Context: an optimization exercise on an open-source flow, tuned for small area. The choices shown serve that exercise and are no tape-out recipe.
At most, simulation tests tie the RTL to the original design; equivalence was not proved.
The flow treats the clock pin as an ideal source, which a real chip does not have.
No activity file was given, so power comes from the tool's default toggle rates.

==> flow/design.v (excerpt) <==
module mimaqi_hxh (
        input         clk,
        input         rst,
        input  [3:0]  inrow,
        output [3:0]  outcol,
        output [7:0]  segData,
        output [3:0]  segCtl,
        output        led_1,
        output        led_2,
        output        led_3,
        output        led_22,
        output        led_33,
        output        led_333,
        output        led_0,
        output        led_00,
        output        led_000,
        output        led_0000,
        output        led_00000,
        output        led_000000,
        output        led_0000000,
        output        change_lemp,
        output        change_lemp1,
        output        flag_b,
        output        bee
    );
For scale: roughly 39 I/O pins, about 6400 um2 of cells after synthesis.
clock: 10.0 ns
lec_check: 0
cap_margin: 20
core_margin: 2
core_utilization: 40
gpl_timing_driven: 0
slew_margin: 20
standard.sh (not shown) runs the stock make flow with config.mk's settings and CLKGATE_MAP_FILE= SYNTH_SCRIPT=/design/flow/synth_recipe.tcl, a recipe that flattens the netlist after the stock synthesis.
==> flow/flow/run.sh <==
#!/bin/bash
set -euo pipefail
W=$PWD
R=$W/orfs/results/$FLOW_PLATFORM/mimaqi_hxh/base

bash standard.sh synth > "$W/log_1_standard_synth.log" 2>&1

cp "$R/1_2_yosys.v" "$W/standard_1_2_yosys.v"
REMAP_LIB=$FLOW_HOME/platforms/$FLOW_PLATFORM/lib/sky130_fd_sc_hd__tt_025C_1v80.lib \
REMAP_IN=$W/standard_1_2_yosys.v \
REMAP_OUT=$R/1_2_yosys.v \
REMAP_STAT=$W/remap_stat.txt \
REMAP_TOP=$FLOW_TOP \
REMAP_DONT_USE="sky130_fd_sc_hd__probe_p_8 sky130_fd_sc_hd__probec_p_8 sky130_fd_sc_hd__lpflow_*" \
REMAP_SCRIPT=$W/flow/remap.abc \
  yosys -c "$W/flow/remap.tcl" > "$W/log_2_remap.log" 2>&1
touch "$R/1_2_yosys.v"

export REMOVE_ABC_BUFFERS=1
export SKIP_REPAIR_TIE_FANOUT=1
bash standard.sh place > "$W/log_3_standard_place.log" 2>&1
bash standard.sh run RUN_SCRIPT="$W/flow/my_cts.tcl" RUN_LOG_NAME_STEM=4_1_cts_manual > "$W/log_4_manual_cts.log" 2>&1
bash standard.sh > "$W/log_5_standard_finish.log" 2>&1
Other scripts of this flow, unchanged in this note and not shown: flow/flow/manual_tree.tcl, flow/flow/my_cts.tcl, flow/flow/remap.abc, flow/flow/remap.tcl
Then changed:
--- a/flow/design.v
+++ b/flow/design.v
@@ -188,38 +188,38 @@
     assign led_22 = l22;
     assign led_33 = l33;
     assign led_333 = l33;
     assign led_0 = 1'b1;
     assign led_00 = 1'b1;
     assign led_000 = 1'b1;
     assign led_0000 = 1'b1;
     assign led_00000 = 1'b1;
     assign led_000000 = 1'b1;
     assign led_0000000 = 1'b1;
-    reg [6:0]  v05;
+    reg [6:0]  q05;
     reg [17:0] q20;
     reg        bz;
-    wire c05_0  = &v05;
+    wire c05_0  = &q05;
     wire q20_lz = ~|q20[16:0];
     wire c20_0  = q20_lz & ~q20[17];
     wire c20_1  = q20_lz & q20[17];
     wire q20_f  = q20[17] ^ q20[10] ^ (q20_lz & q20[17]);
     always @(posedge clk)
         if (rst) q20 <= 18'd0;
         else if (ms_rise && c20_0 && ft[2] && !k1) q20 <= 18'h22b08;    
         else q20 <= {q20[16:0], q20_f};
     always @(posedge clk)
         if (rst) begin
-            v05 <= 7'h7f; k1 <= 1'b0; bz <= 1'b1;
+            q05 <= 7'h7f; k1 <= 1'b0; bz <= 1'b1;
         end else if (ms_rise) begin
-            if (key_flag) v05 <= 7'd27;
-            else v05 <= v05 + {6'd0, ~c05_0};
+            if (key_flag) q05 <= 7'h47;
+            else if (!c05_0) q05 <= {q05[5:0], q05[6] ^ q05[5]};
             if (!c20_0) k1 <= !c20_1;
             if (!c20_0 || !c05_0) bz <= ~bz;
             else bz <= 1'b1;
         end
     assign bee = bz;
     reg [15:0] lednum;
     reg [1:0]  flagc;
     wire dop = rel && is_dig;
     wire op_sh10 = dop && !fb;
     wire op_wr   = dop && fb && !cl1;
Effect: The new run completed without violations. Total power fell by 0.32%. Register-to-register slack is better by 540 ps. Clock power hardly moves. Flip-flop and latch count stays the same. Synthesized area is about the same. Global-route usage came out lower by 0.74 points. Final cell count drops by 0.53%. Routed wire length drops by 2.2%. Worst setup slack improves by 360 ps. Fmax came out higher by 7.3%. Utilization drops by 0.12 points. Critical path depth came out lower by 1. Via count came out lower by 0.90%.
No functional check of the RTL was part of the second run of this note.

* * *

Another version of the RTL of mimaqi_hxh (not shown whole).
For scale: roughly 690 cells after synthesis, ~39 I/O pins.
// mimaqi_hxh
module mimaqi_hxh (
        input         clk,
        input         rst,
        input  [3:0]  inrow,
        output [3:0]  outcol,
        output [7:0]  segData,
        output [3:0]  segCtl,
        output        led_1,
        output        led_2,
        output        led_3,
        output        led_22,
        output        led_33,
        output        led_333,
        output        led_0,
        output        led_00,
        output        led_000,
        output        led_0000,
        output        led_00000,
        output        led_000000,
        output        led_0000000,
        output        change_lemp,
        output        change_lemp1,
        output        flag_b,
        output        bee
    );
    reg [6:0] cnt;
    reg [2:0] m7;
    reg [2:0] m5;
    always @(posedge clk)
        if (rst) begin
            cnt <= 7'd0;
            m7  <= 3'b001;
            m5  <= 3'b000;
        end else begin
            cnt <= cnt + 7'd1;
            m7  <= {m7[1:0], m7[2] ^ m7[1]};
            m5  <= {m5[1:0], ~(m5[2] | m5[1])};
        end
    wire [1:0] ph = cnt[1:0];
    wire m7_5 = m7[2] & m7[1] & ~m7[0];      
    wire m5_4 = m5[2] & ~m5[1];              
    wire m5_0 = ~m5[2] & ~m5[0];             
    wire tick    = (ph == 2'd0) & m7_5;
    wire ms_rise = (ph == 2'd1) & m5_4;
    wire ms_fall = (ph == 2'd3) & m5_4;
    wire seg_upd = (ph == 2'd2) & m5_0;
    wire disp_en = (cnt == 7'h3f);
    reg [1:0] mode;
    reg [1:0] c;
    reg       key_flag;
    reg [3:0] pend;        
    reg [3:0] kc;          
    reg       key_flag_d;
    assign outcol = (mode == 2'd0) ? 4'b0000 : ~(4'b0001 << c);
    wire any = (inrow != 4'b1111);
    reg [1:0] row;
    reg       one;
    always @* begin
        one = 1'b1;
        row = 2'd0;
        case (inrow)
        4'b1110: row = 2'd0;
        4'b1101: row = 2'd1;
        4'b1011: row = 2'd2;
        4'b0111: row = 2'd3;
        default: one = 1'b0;
        endcase
    end
    wire [3:0] dec = (one && !(c == 2'd3 && row == 2'd3)) ? {c, row} : 4'd15;
    always @(posedge clk)
        if (tick && mode == 2'd3 && any) pend <= dec;
    always @(posedge clk)
        if (rst) begin
            mode     <= 2'd0;
            c        <= 2'd0;
            key_flag <= 1'b0;
            kc       <= 4'd15;
        end else if (tick) begin
            if (key_flag) kc <= pend;
  ...
Settings: LEC_CHECK=0, CAP_MARGIN=20, CORE_MARGIN=2, CORE_UTILIZATION=40, SLEW_MARGIN=20; clock period 10.0 ns.
==> flow/flow/run.sh <==
#!/bin/bash
# Own layout flow: the standard synthesis, then an area-oriented re-mapping
# of the combinational logic only (every flip-flop instance, its name and its
# cell type stay as the standard synthesis made them), then the standard
# layout steps, except that the clock tree is a small manual one (my_cts.tcl).
# Each tool's full output goes to a log file of its own in the work folder.
set -euo pipefail
W=$PWD
R=$W/orfs/results/$FLOW_PLATFORM/mimaqi_hxh/base

bash standard.sh synth > "$W/log_1_standard_synth.log" 2>&1

cp "$R/1_2_yosys.v" "$W/standard_1_2_yosys.v"
REMAP_LIB=$FLOW_HOME/platforms/$FLOW_PLATFORM/lib/sky130_fd_sc_hd__tt_025C_1v80.lib \
REMAP_IN=$W/standard_1_2_yosys.v \
REMAP_OUT=$R/1_2_yosys.v \
REMAP_STAT=$W/remap_stat.txt \
REMAP_TOP=$FLOW_TOP \
REMAP_DONT_USE="sky130_fd_sc_hd__probe_p_8 sky130_fd_sc_hd__probec_p_8 sky130_fd_sc_hd__lpflow_*" \
REMAP_SCRIPT=$W/flow/remap.abc \
  yosys -c "$W/flow/remap.tcl" > "$W/log_2_remap.log" 2>&1
touch "$R/1_2_yosys.v"

bash standard.sh place > "$W/log_3_standard_place.log" 2>&1
bash standard.sh run RUN_SCRIPT="$W/flow/my_cts.tcl" RUN_LOG_NAME_STEM=4_1_cts_manual > "$W/log_4_manual_cts.log" 2>&1
bash standard.sh > "$W/log_5_standard_finish.log" 2>&1
Other scripts of this flow, unchanged in this note and not shown: flow/flow/manual_tree.tcl, flow/flow/my_cts.tcl, flow/flow/remap.abc, flow/flow/remap.tcl
Rerun with:
--- a/flow/design.v
+++ b/flow/design.v
@@ -219,28 +219,28 @@
         end
     assign bee = bz;
     reg [15:0] lednum;
     reg [1:0]  flagc;
     wire dop = rel && is_dig;
     wire op_sh10 = dop && !fb;
     wire op_wr   = dop && fb && !cl1;
     wire op_sh11 = dop && fb && cl1 && !cl;
     wire op_sh   = op_sh10 | op_sh11;
-    wire [3:0] shv = fb ? 4'd14 : 4'd10;
+    wire [3:0] shv = fb ? 4'd11 : 4'd10;
     wire w0 = op_wr && flagc == 2'd0;
     wire w1 = op_wr && flagc == 2'd1;
     wire w2 = op_wr && flagc == 2'd2;
     wire w3 = op_wr && flagc == 2'd3;
     wire [3:0] l0 = lednum[3:0], l1s = lednum[7:4], l2s = lednum[11:8], l3s = lednum[15:12];
-    wire [3:0] n0 = op_sh ? l0  : w0 ? 4'd12 : w2 ? kc : l1s;
-    wire [3:0] n1 = op_sh ? l1s : w0 ? 4'd12 : w3 ? kc : l2s;
+    wire [3:0] n0 = op_sh ? l0  : w0 ? 4'd13 : w2 ? kc : l1s;
+    wire [3:0] n1 = op_sh ? l1s : w0 ? 4'd13 : w3 ? kc : l2s;
     wire [3:0] n2 = op_sh ? shv : w0 ? kc    : l3s;
-    wire [3:0] n3 = op_sh ? l3s : w0 ? 4'd12 : w1 ? kc : l0;
+    wire [3:0] n3 = op_sh ? l3s : w0 ? 4'd13 : w1 ? kc : l0;
     always @(posedge clk) begin
         lednum <= {zap ? 4'd0 : n3, n2, n1, n0};
         if (rst) flagc <= 2'd0;
         else if (op_wr) flagc <= flagc + 2'd1;
     end
     reg [15:0] snap;
     wire [15:0] snap_n = disp_en ? {lednum[3:0], lednum[15:4]} : {snap[3:0], snap[15:4]};
     always @(posedge clk)
         snap <= {zap ? 4'd0 : snap_n[15:12], snap_n[11:0]};
@@ -266,13 +266,13 @@
         (sg == 4'd2)  ? 8'b1010_0100 :
         (sg == 4'd3)  ? 8'b1011_0000 :
         (sg == 4'd4)  ? 8'b1001_1001 :
         (sg == 4'd5)  ? 8'b1001_0010 :
         (sg == 4'd6)  ? 8'b1000_0010 :
         (sg == 4'd7)  ? 8'b1111_1000 :
         (sg == 4'd8)  ? 8'b1000_0000 :
         (sg == 4'd9)  ? 8'b1001_0000 :
         (sg == 4'd10) ? 8'b0111_1111 :
-        (sg == 4'd14) ? 8'b1100_0110 :
-        (sg == 4'd12) ? 8'b1111_0111 :
+        (sg == 4'd11) ? 8'b1100_0110 :
+        (sg == 4'd13) ? 8'b1111_0111 :
                         8'b1111_1111;
 endmodule
Clock power goes down by about 2%. Register-to-register slack improves by 230 ps. Synthesized area goes down by 0.39%. Setup slack degrades by 120 ps. Total power goes up by 1.2%. Global-route usage goes down by 0.73 points. Die area goes down by 0.38%. First-iteration DRC count goes down by 30%.
Function not checked in the first run of this note: the RTL went through the layout flow alone.

* * *

v6:
mimaqi_hxh, a different RTL version from the one above (not shown whole).
For scale: roughly 660 cells after synthesis, about 39 I/O pins, about 6400 um^2 of cells after synthesis.
clock: 10.0 ns
lec_check: 0
cap_margin: 20
core_margin: 2
core_utilization: 40
gpl_timing_driven: 0
slew_margin: 20
==> flow/flow/run.sh <==
#!/bin/bash
set -euo pipefail
W=$PWD
R=$W/orfs/results/$FLOW_PLATFORM/mimaqi_hxh/base

bash standard.sh synth > "$W/log_1_standard_synth.log" 2>&1

cp "$R/1_2_yosys.v" "$W/standard_1_2_yosys.v"
REMAP_LIB=$FLOW_HOME/platforms/$FLOW_PLATFORM/lib/sky130_fd_sc_hd__tt_025C_1v80.lib \
REMAP_IN=$W/standard_1_2_yosys.v \
REMAP_OUT=$R/1_2_yosys.v \
REMAP_STAT=$W/remap_stat.txt \
REMAP_TOP=$FLOW_TOP \
REMAP_DONT_USE="sky130_fd_sc_hd__probe_p_8 sky130_fd_sc_hd__probec_p_8 sky130_fd_sc_hd__lpflow_*" \
REMAP_SCRIPT=$W/flow/remap.abc \
  yosys -c "$W/flow/remap.tcl" > "$W/log_2_remap.log" 2>&1
touch "$R/1_2_yosys.v"

export REMOVE_ABC_BUFFERS=1
export SKIP_REPAIR_TIE_FANOUT=1
bash standard.sh place > "$W/log_3_standard_place.log" 2>&1
bash standard.sh run RUN_SCRIPT="$W/flow/my_cts.tcl" RUN_LOG_NAME_STEM=4_1_cts_manual > "$W/log_4_manual_cts.log" 2>&1
bash standard.sh > "$W/log_5_standard_finish.log" 2>&1
Other scripts of this flow, unchanged in this note and not shown: flow/flow/manual_tree.tcl, flow/flow/my_cts.tcl, flow/flow/remap.abc, flow/flow/remap.tcl
The inputs of v7 differ from those of v6 as listed below.
--- a/flow/design.v
+++ b/flow/design.v
@@ -191,54 +191,54 @@
     assign led_0 = 1'b1;
     assign led_00 = 1'b1;
     assign led_000 = 1'b1;
     assign led_0000 = 1'b1;
     assign led_00000 = 1'b1;
     assign led_000000 = 1'b1;
     assign led_0000000 = 1'b1;
-    reg [6:0]  q05;
+    reg [6:0]  v05;
     reg [17:0] q20;
     reg        bz;
-    wire c05_0  = &q05;
+    wire c05_0  = &v05;
     wire q20_lz = ~|q20[16:0];
     wire c20_0  = q20_lz & ~q20[17];
     wire c20_1  = q20_lz & q20[17];
     wire q20_f  = q20[17] ^ q20[10] ^ (q20_lz & q20[17]);
     always @(posedge clk)
         if (rst) q20 <= 18'd0;
         else if (ms_rise && c20_0 && ft[2] && !k1) q20 <= 18'h22b08;    
         else q20 <= {q20[16:0], q20_f};
     always @(posedge clk)
         if (rst) begin
-            q05 <= 7'h7f; k1 <= 1'b0; bz <= 1'b1;
+            v05 <= 7'h7f; k1 <= 1'b0; bz <= 1'b1;
         end else if (ms_rise) begin
-            if (key_flag) q05 <= 7'h47;
-            else if (!c05_0) q05 <= {q05[5:0], q05[6] ^ q05[5]};
+            if (key_flag) v05 <= 7'd27;
+            else v05 <= v05 + {6'd0, ~c05_0};
             if (!c20_0) k1 <= !c20_1;
             if (!c20_0 || !c05_0) bz <= ~bz;
             else bz <= 1'b1;
         end
     assign bee = bz;
     reg [15:0] lednum;
     reg [1:0]  flagc;
     wire dop = rel && is_dig;
     wire op_sh10 = dop && !fb;
     wire op_wr   = dop && fb && !cl1;
     wire op_sh11 = dop && fb && cl1 && !cl;
     wire op_sh   = op_sh10 | op_sh11;
-    wire [3:0] shv = fb ? 4'd14 : 4'd10;
+    wire [3:0] shv = fb ? 4'd11 : 4'd10;
     wire w0 = op_wr && flagc == 2'd0;
     wire w1 = op_wr && flagc == 2'd1;
     wire w2 = op_wr && flagc == 2'd2;
     wire w3 = op_wr && flagc == 2'd3;
     wire [3:0] l0 = lednum[3:0], l1s = lednum[7:4], l2s = lednum[11:8], l3s = lednum[15:12];
-    wire [3:0] n0 = op_sh ? l0  : w0 ? 4'd12 : w2 ? kc : l1s;
-    wire [3:0] n1 = op_sh ? l1s : w0 ? 4'd12 : w3 ? kc : l2s;
+    wire [3:0] n0 = op_sh ? l0  : w0 ? 4'd13 : w2 ? kc : l1s;
+    wire [3:0] n1 = op_sh ? l1s : w0 ? 4'd13 : w3 ? kc : l2s;
     wire [3:0] n2 = op_sh ? shv : w0 ? kc    : l3s;
-    wire [3:0] n3 = op_sh ? l3s : w0 ? 4'd12 : w1 ? kc : l0;
+    wire [3:0] n3 = op_sh ? l3s : w0 ? 4'd13 : w1 ? kc : l0;
     always @(posedge clk) begin
         lednum <= {zap ? 4'd0 : n3, n2, n1, n0};
         if (rst) flagc <= 2'd0;
         else if (op_wr) flagc <= flagc + 2'd1;
     end
     reg [15:0] snap;
     wire [15:0] snap_n = disp_en ? {lednum[3:0], lednum[15:4]} : {snap[3:0], snap[15:4]};
@@ -268,11 +268,11 @@
         (sg == 4'd4)  ? 8'b1001_1001 :
         (sg == 4'd5)  ? 8'b1001_0010 :
         (sg == 4'd6)  ? 8'b1000_0010 :
         (sg == 4'd7)  ? 8'b1111_1000 :
         (sg == 4'd8)  ? 8'b1000_0000 :
         (sg == 4'd9)  ? 8'b1001_0000 :
         (sg == 4'd10) ? 8'b0111_1111 :
-        (sg == 4'd14) ? 8'b1100_0110 :
-        (sg == 4'd12) ? 8'b1111_0111 :
+        (sg == 4'd11) ? 8'b1100_0110 :
+        (sg == 4'd13) ? 8'b1111_0111 :
                         8'b1111_1111;
 endmodule
## What came out
Higher post-route core utilization goes to v7 over v6. Of v7 and v6, v6 shows the lower overall routing resource usage, with v7 above it. The multi-input gate share of the layout cell area in v7 sits 0.85 points above the value recorded for v6. The worst setup path endpoint comes out segData[4] in one run and segData[5] in the other, namely in v7 and v6 respectively. The maximum number of pins on one net before global-route repair of v7 falls short of that of v6 by 4. Delta (v7 minus v6): wire length grew by 310 um; die outline width went up; area growth from synthesis to layout moved up. Area after synthesis deteriorates in v7 relative to v6. Of v7 and v6, the higher synthesized cell count belongs to v7. Going from v6 to v7, worst-case setup margin in the final layout shrinks by 0.69 ns. Transition at the pin with the smallest max-transition slack delta for v7 relative to v6: 0.0098 ns higher. Taking v6 as the reference, in v7 post-detailed-route via-to-cell ratio shows an increase of 0.056; power shows a reduction of about 1.5%; number of gates on the worst path with buffers counted shows an increase of 1.

-- static timing again, ports no longer ideal --
In the flow no input, the clock included, has a driving cell. The finished layouts below were timed again as built, in two steps.
Step 1 sets driving cells, clkbuf_16 on the clock port and buf_2 on the other inputs (assumed; they add their load-dependent delay and slew).
Step 2 times the ports against the registers' clock, not the clock port: input delays grow and output delays shrink by t, the midpoint of the rising clock arrivals with the driver on.
Three values: no drivers, after step 1, after step 2; two values: the first two.
| run | t, ns | setup slack, ns | worst setup path at the end | worst slew at a driven data input, ns |
|---|---|---|---|---|
| the first run of note 1 | 0.494 | 4.696 / 4.663 / 5.157 | register to output | 0.03 |
| the second run of note 1 | 0.506 | 5.055 / 5.017 / 5.523 | register to output | 0.03 |
| the first run of note 2 | 0.510 | 5.007 / 4.971 / 5.481 | register to output | 0.03 |
| the second run of note 2 | 0.502 | 4.890 / 4.851 / 5.353 | register to output | 0.03 |
| v6 | 0.492 | 5.388 / 5.355 / 5.847 | register to output | 0.03 |
| v7 | 0.494 | 4.696 / 4.663 / 5.157 | register to output | 0.03 |
After both steps every run listed still meets setup and hold.
